Background: an optimization exercise with open tools, aiming at small area, a short achievable clock period and few clock cycles. Do not read the settings as production practice. The RTL was checked by simulation tests, not by an equivalence proof against the original design. Power and IR drop assume default switching activity.

// mips
module mips(
    input clk,
    input reset,
    input [31:0] i_inst_rdata,
    input [31:0] m_data_rdata,
    output [31:0] i_inst_addr,
    output [31:0] m_data_addr,
    output [31:0] m_data_wdata,
    output [3 :0] m_data_byteen,
    output [31:0] m_inst_addr,
    output w_grf_we,
    output [4:0] w_grf_addr,
    output [31:0] w_grf_wdata,
    output [31:0] w_inst_addr
    );
reg [31:2] pcF;
reg [31:0] ir;
reg [31:2] pcX;
reg        vX;
reg [31:0] mRes;
reg [31:0] mAddr;     
reg [31:0] mSd;
reg [3:0]  mBe;
reg [31:2] pcM;
reg [4:0]  mDst;
reg        mWr;
reg        mLd;
reg        mLb;       
reg        mLh;       
reg        mLs;       
reg [31:0] wData;
reg [4:0]  wDst;
reg        wWe;
reg [31:2] pcW;
reg [31:0] rfData;
reg [4:0]  rfDst;
reg        rfWe;
assign i_inst_addr   = {pcF, 2'b00};
assign m_data_addr   = mAddr;
assign m_data_wdata  = mSd;
assign m_data_byteen = mBe;
assign m_inst_addr   = {pcM, 2'b00};
assign w_grf_we      = wWe;
assign w_grf_addr    = wDst;
assign w_grf_wdata   = wData;
assign w_inst_addr   = {pcW, 2'b00};
wire [5:0] op = ir[31:26];
wire [5:0] fn = ir[5:0];
wire [4:0] rs = ir[25:21];
wire [4:0] rt = ir[20:16];
wire [4:0] rd = ir[15:11];
wire [15:0] imm = ir[15:0];
  ...
==> flow/config.mk <==
export PLATFORM = sky130hd
export DESIGN_NAME = mips
export DESIGN_NICKNAME = mips
export VERILOG_FILES = /design/flow/design.v
export SDC_FILE = /design/flow/constraint.sdc
export NUM_CORES = 4
export LEC_CHECK = 0
export CAP_MARGIN = 20
export CORE_MARGIN = 2
export CORE_UTILIZATION = 40
export SLEW_MARGIN = 20
export SYNTH_HIERARCHICAL = 1
==> flow/constraint.sdc <==
create_clock -name core_clock -period 110.0 [get_ports {clk}]
set_input_delay 22.0000 -clock core_clock [delete_from_list [all_inputs] [get_ports {clk}]]
set_output_delay 22.0000 -clock core_clock [all_outputs]
set_load 0.01 [all_outputs]
standard.sh (not shown) runs the stock make flow with config.mk's settings and CLKGATE_MAP_FILE= SYNTH_SCRIPT=/design/flow/synth_recipe.tcl, a recipe that flattens the netlist after the stock synthesis.
==> flow/flow/run.sh <==
#!/bin/bash
# The standard layout (the standard.sh: ORFS with the standard flow's synthesis script and
# steps) with these changes:
#  - Yosys's abc maps the logic for area (flow/abc_area.script: strash, dch, amap,
#    then downsizing) in place of ORFS's delay-driven abc_speed.script. The
#    registers come from dfflibmap before abc and are the standard ones.
#  - the port buffers that global placement inserts are buf_2 cells instead of
#    the default delay-buffer cell.
#  - clock tree synthesis uses clkbuf_4 buffers and no dummy loads (a balanced
#    tree as before, of smaller buffers).
# ORFS's scripts are copied here with only abc_speed.script replaced. make's full
# output goes to standard.log here; ORFS keeps each step's log under orfs/logs.
set -euo pipefail
here=$(pwd)
rm -rf "$here/scripts"
cp -r "$FLOW_HOME/scripts" "$here/scripts"
cp "$here/flow/abc_area.script" "$here/scripts/abc_speed.script"
export SCRIPTS_DIR="$here/scripts"
export BUFFER_PORTS_ARGS="-buffer_cell sky130_fd_sc_hd__buf_2"
export CTS_ARGS="-sink_clustering_enable -repair_clock_nets -buf_list sky130_fd_sc_hd__clkbuf_4 -dont_use_dummy_load"
bash standard.sh > standard.log 2>&1
==> flow/flow/abc_area.script <==
strash
dch
amap
topo
stime -c
dnsize -c
Testbench counts at the start, summed over its fixed seeds: cycles 56,579.
==> next run, changes <==
--- a/flow/flow/run.sh
+++ b/flow/flow/run.sh
@@ -7,5 +7,5 @@
 #  - the port buffers that global placement inserts are buf_2 cells instead of
 #    the default delay-buffer cell.
-#  - clock tree synthesis uses clkbuf_4 buffers and no dummy loads (a balanced
+#  - clock tree synthesis uses clkbuf_8 buffers and no dummy loads (a balanced
 #    tree as before, of smaller buffers).
 # ORFS's scripts are copied here with only abc_speed.script replaced. make's full
@@ -18,4 +18,4 @@
 export SCRIPTS_DIR="$here/scripts"
 export BUFFER_PORTS_ARGS="-buffer_cell sky130_fd_sc_hd__buf_2"
-export CTS_ARGS="-sink_clustering_enable -repair_clock_nets -buf_list sky130_fd_sc_hd__clkbuf_4 -dont_use_dummy_load"
+export CTS_ARGS="-sink_clustering_enable -repair_clock_nets -buf_list sky130_fd_sc_hd__clkbuf_8 -dont_use_dummy_load"
 bash standard.sh > standard.log 2>&1
Count of clock-buffer cells in the layout fell by 161; power increases by 1.6%; clock power increases by about 5%; global-route usage is lower by 0.14 points; die area does not change; fmax went up by 2.2%; worst setup slack improved by 530 ps; cell count drops by 1.5%; sequential power is about the same; synthesized cell count is unchanged.

[static timing again, ports no longer ideal]
The flow's constraints put no driver on any port. The routed layouts listed below were extracted and timed again, unchanged, in two steps. Step 1 (the two cells are an assumption about what drives the block):
set clk [get_ports {clk}]
set_driving_cell -lib_cell sky130_fd_sc_hd__clkbuf_16 $clk
set_driving_cell -lib_cell sky130_fd_sc_hd__buf_2 [delete_from_list [all_inputs] $clk]
Step 2 times the ports against the registers' clock, not the clock port: input delays grow and output delays shrink by t, the midpoint of the rising clock arrivals with the driver on. a / b / c = ideal ports / drivers / drivers and shift; a / b = the first two.
run | t, ns | setup WS [ns] | worst setup path at the end | worst register clock-pin slew, ns | pins driven straight from the clock port
the first run | 1.446 | 85.725 / 85.646 / 85.723 | input to register | 0.07 / 0.07 | 1
the second run | 1.056 | 86.258 / 86.176 / 85.669 | input to register | 0.08 / 0.08 | 1
After both steps every run listed still meets setup and hold. The setup slack of the second run, which loses most, moves by -0.082 ns with the drivers and by -0.589 ns with both steps.
